Source: an optimization exercise on an open RTL-to-GDS flow (aim: small area and a short achievable clock period). Production flows keep margins and buffers that such runs may drop. Only simulation tests tie the RTL to the original design; equivalence was not proved.

==> run a <==
## iir_DF1_Biquad
module iir_DF1_Biquad (
  input clk,
  input rst,
  input signed [15:0] din,
  output signed [15:0] dout
);
  reg [15:0] y, xa, xb;
  reg rst_d;
  wire rst_y;
  reg c0_0;
  reg c1_0;
  reg c0_1;
  reg c1_1;
  reg c0_2;
  reg c1_2;
  reg c0_3;
  reg c1_3;
  reg c0_4;
  reg c1_4;
  reg c0_5;
  reg c1_5;
  reg c0_6;
  reg c1_6;
  reg c0_7;
  reg c1_7;
  reg c0_8;
  reg c1_8;
  reg c0_9;
  reg c1_9;
  reg c0_10;
  reg c1_10;
  reg c0_11;
  reg c1_11;
  reg c0_12;
  reg c1_12;
  reg c0_13;
  reg c1_13;
  reg c0_14;
  reg c1_14;
  reg c0_15;
  reg c1_15;
  reg c0_16;
  reg c1_16;
  reg c0_17;
  reg c1_17;
  reg c0_18;
  reg c1_18;
  reg c0_19;
  reg c1_19;
  reg c0_20;
  reg c1_20;
  reg c0_21;
  reg c1_21;
  reg c0_22;
  reg c1_22;
  reg c0_23;
  reg c1_23;
  reg c0_24;
  reg c1_24;
  reg c0_25;
  reg c1_25;
  reg c0_26;
  reg c1_26;
  reg c0_27;
  reg c1_27;
  reg c0_28;
  reg c1_28;
  reg c0_29;
  reg c1_29;
  wire hs1;
  wire hc2;
  wire s3;
  wire c4;
  wire hs5;
  wire hc6;
  wire k7;
  wire s8;
  wire c9;
  wire s10;
  wire c11;
  wire s12;
  wire c13;
  wire s14;
  wire c15;
  wire s16;
  wire c17;
  wire s18;
  wire c19;
  wire s20;
  wire c21;
  wire s22;
  wire c23;
  wire s24;
  wire c25;
  wire s26;
  wire c27;
  wire s28;
  wire c29;
  wire n30;
  wire s31;
  wire c32;
  wire s33;
  wire c34;
  wire s35;
  wire c36;
  wire s37;
  wire c38;
  wire s39;
  wire c40;
  wire hs41;
  wire hc42;
  wire k43;
  wire s44;
  wire c45;
  wire s46;
  wire c47;
  wire s48;
  wire c49;
  wire s50;
  wire c51;
  wire hs52;
  wire hc53;
  wire k54;
  wire s55;
  wire c56;
  wire s57;
  wire c58;
  wire s59;
  wire c60;
  wire s61;
  wire c62;
  wire hs63;
  wire hc64;
  wire k65;
  wire s66;
  wire c67;
  wire s68;
  wire c69;
  wire s70;
  wire c71;
  wire s72;
  wire c73;
  wire n74;
  wire s75;
  wire c76;
  wire s77;
  wire c78;
  wire s79;
  wire c80;
  wire s81;
  wire c82;
  wire s83;
  wire c84;
  wire s85;
  wire c86;
  wire s87;
  wire c88;
  wire s89;
  wire c90;
  wire s91;
  wire c92;
  wire s93;
  wire c94;
  wire n95;
  wire s96;
  wire c97;
  wire s98;
  wire c99;
  wire s100;
  wire c101;
  wire s102;
  wire c103;
  wire n104;
  wire s105;
  wire c106;
  wire s107;
  wire c108;
  wire s109;
  wire c110;
  wire s111;
  wire c112;
  wire s113;
  wire c114;
  ...
Settings: LEC_CHECK=0, CAP_MARGIN=20, CORE_MARGIN=2, CORE_UTILIZATION=60, CTS_BUF_LIST=sky130_fd_sc_hd__clkbuf_8, PLACE_DENSITY=0.8, SLEW_MARGIN=20, SYNTH_HIERARCHICAL=1, SYNTH_MINIMUM_KEEP_SIZE=0; clock period 11.0 ns.
standard.sh (not shown) runs the stock make flow with config.mk's settings and CLKGATE_MAP_FILE= SYNTH_SCRIPT=/design/flow/synth_recipe.tcl, a recipe that flattens the netlist after the stock synthesis.
==> flow/flow/run.sh <==
#!/bin/bash
# The standard layout (the standard.sh, standard synthesis unchanged) with a few
# settings changed: clock tree synthesis inserts no dummy loads, the port buffers are
# buf_2 cells instead of the default delay buffers, and timing repair aims for a
# setup slack of 6.6 ns rather than 0.
set -euo pipefail
export CTS_ARGS="-sink_clustering_enable -repair_clock_nets -buf_list sky130_fd_sc_hd__clkbuf_8 -dont_use_dummy_load"
export BUFFER_PORTS_ARGS="-buffer_cell sky130_fd_sc_hd__buf_2"
export SETUP_SLACK_MARGIN=6.6
bash standard.sh > standard.log 2>&1
==> run b: changes against run a <==
==> flow/flow/run.sh (replaced) <==
#!/bin/bash
# The standard layout (the standard.sh, standard synthesis unchanged) with a few
# settings changed: clock tree synthesis inserts no dummy loads, the port buffers are
# buf_2 cells instead of the default delay buffers, and timing repair aims for a
# setup slack of 6.7 ns rather than 0.
set -euo pipefail
export CTS_ARGS="-sink_clustering_enable -repair_clock_nets -buf_list sky130_fd_sc_hd__clkbuf_8 -sink_clustering_size 12 -dont_use_dummy_load"
export BUFFER_PORTS_ARGS="-buffer_cell sky130_fd_sc_hd__buf_2"
export SETUP_SLACK_MARGIN=6.7
bash standard.sh > standard.log 2>&1
==> summary of the runs <==
In area after synthesis, run a and run b do not differ.
Between run b and run a, the lower fmax is in run a (gap 2.2%, measured against run a).
Between run b and run a, the lower hold slack is in run a (gap 22 ps).
Against run a, the first-iteration DRC count of run b is larger by about 46%.
Between run b and run a, the lower clock skew is in run b (gap 4.6 ps).

---

==> umber <==
Another version of the RTL of iir_DF1_Biquad (not shown whole).
==> flow/design.v (excerpt) <==
module iir_DF1_Biquad (
  input clk,
  input rst,
  input signed [15:0] din,
  output signed [15:0] dout
);
Settings: LEC_CHECK=0, CAP_MARGIN=20, CORE_MARGIN=2, CORE_UTILIZATION=60, CTS_BUF_LIST=sky130_fd_sc_hd__clkbuf_8, PLACE_DENSITY=0.8, SLEW_MARGIN=20, SYNTH_HIERARCHICAL=1, SYNTH_MINIMUM_KEEP_SIZE=0; clock period 11.0 ns.
==> flow/flow/run.sh <==
#!/bin/bash
# The standard layout (the standard.sh, standard synthesis unchanged) with two
# settings changed: clock tree synthesis inserts no dummy loads, and the port
# buffers are buf_2 cells instead of the default delay buffers.
set -euo pipefail
export CTS_ARGS="-sink_clustering_enable -repair_clock_nets -buf_list sky130_fd_sc_hd__clkbuf_8 -dont_use_dummy_load"
export BUFFER_PORTS_ARGS="-buffer_cell sky130_fd_sc_hd__buf_2"
bash standard.sh > standard.log 2>&1
==> inputs of delta, as changes to umber <==
==> flow/flow/run.sh (replaced) <==
#!/bin/bash
# The standard layout (the standard.sh, standard synthesis unchanged) with a few
# settings changed: clock tree synthesis inserts no dummy loads, the port buffers are
# buf_2 cells instead of the default delay buffers, and timing repair aims for a
# setup slack of 7.2 ns rather than 0.
set -euo pipefail
export CTS_ARGS="-sink_clustering_enable -repair_clock_nets -buf_list sky130_fd_sc_hd__clkbuf_8 -dont_use_dummy_load"
export BUFFER_PORTS_ARGS="-buffer_cell sky130_fd_sc_hd__buf_2"
export SETUP_SLACK_MARGIN=7.2
bash standard.sh > standard.log 2>&1
==> inputs of indigo, as changes to umber <==
==> flow/flow/run.sh (replaced) <==
#!/bin/bash
# The standard layout (the standard.sh, standard synthesis unchanged) with a few
# settings changed: clock tree synthesis inserts no dummy loads, the port buffers are
# buf_2 cells instead of the default delay buffers, and timing repair aims for a
# setup slack of 6.85 ns rather than 0.
set -euo pipefail
export CTS_ARGS="-sink_clustering_enable -repair_clock_nets -buf_list sky130_fd_sc_hd__clkbuf_8 -dont_use_dummy_load"
export BUFFER_PORTS_ARGS="-buffer_cell sky130_fd_sc_hd__buf_2"
export SETUP_SLACK_MARGIN=6.85
bash standard.sh > standard.log 2>&1
==> results.yml <==
cells_and_area:
  fillerInstances: 1426
  design_area_mm2: 0.0134
setup_path:
  required_ns: 11.31
sta:
  fin_ws_ns: 6.89
routing:
  wl_met2_um: 15100
run_status:
  outcome: "complete, no violations"
[end of results for indigo]
==> results.yml <==
sta:
  fin_ws_ns: 6.83
routing:
  wl_met2_um: 15000
cells_and_area:
  fillerInstances: 1402
run_status:
  outcome: "complete, no violations"
[end of results for delta]
==> results.yml <==
run_status:
  outcome: "complete, no violations"
clock_tree:
  cts-root-buf: "clkbuf_8"
routing:
  wl_met2_um: 14300
cells_and_area:
  design_area_mm2: 0.0131
  fillerInstances: 1468
sta:
  fin_ws_ns: 6.56
setup_path:
  required_ns: 11.32
[end of results for umber]

## port drivers added, routing unchanged
The results above use ideal ports. As a check the final layouts listed here were re-extracted and re-timed, cells and wires unchanged. Step 1 assumes that a clkbuf_16 drives the clock port and a buf_2 every other input. Step 2 moves the port delays by t, midway between the first and last clock arrival at a register: inputs arrive t later, outputs are due t later. That takes back most of the time a late clock gives input paths. a / b / c = no drivers / after step 1 / after step 2; a / b = the first two.
run	t (ns)	setup WS [ns]	slew at the worst register clock pin (ns)
run a	0.426	6.680 / 6.680 / 6.505	0.12 / 0.12
run b	0.426	6.774 / 6.774 / 6.429	0.11 / 0.11
umber	0.482	6.563 / 6.563 / 6.563	0.09 / 0.09
delta	0.502	6.827 / 6.827 / 6.827	0.10 / 0.10
indigo	0.481	6.894 / 6.894 / 6.894	0.09 / 0.09
After both steps every run listed still meets setup and hold. For run b, which loses most, drivers alone change the setup slack by 0.000 ns; drivers and shift together by -0.345 ns.
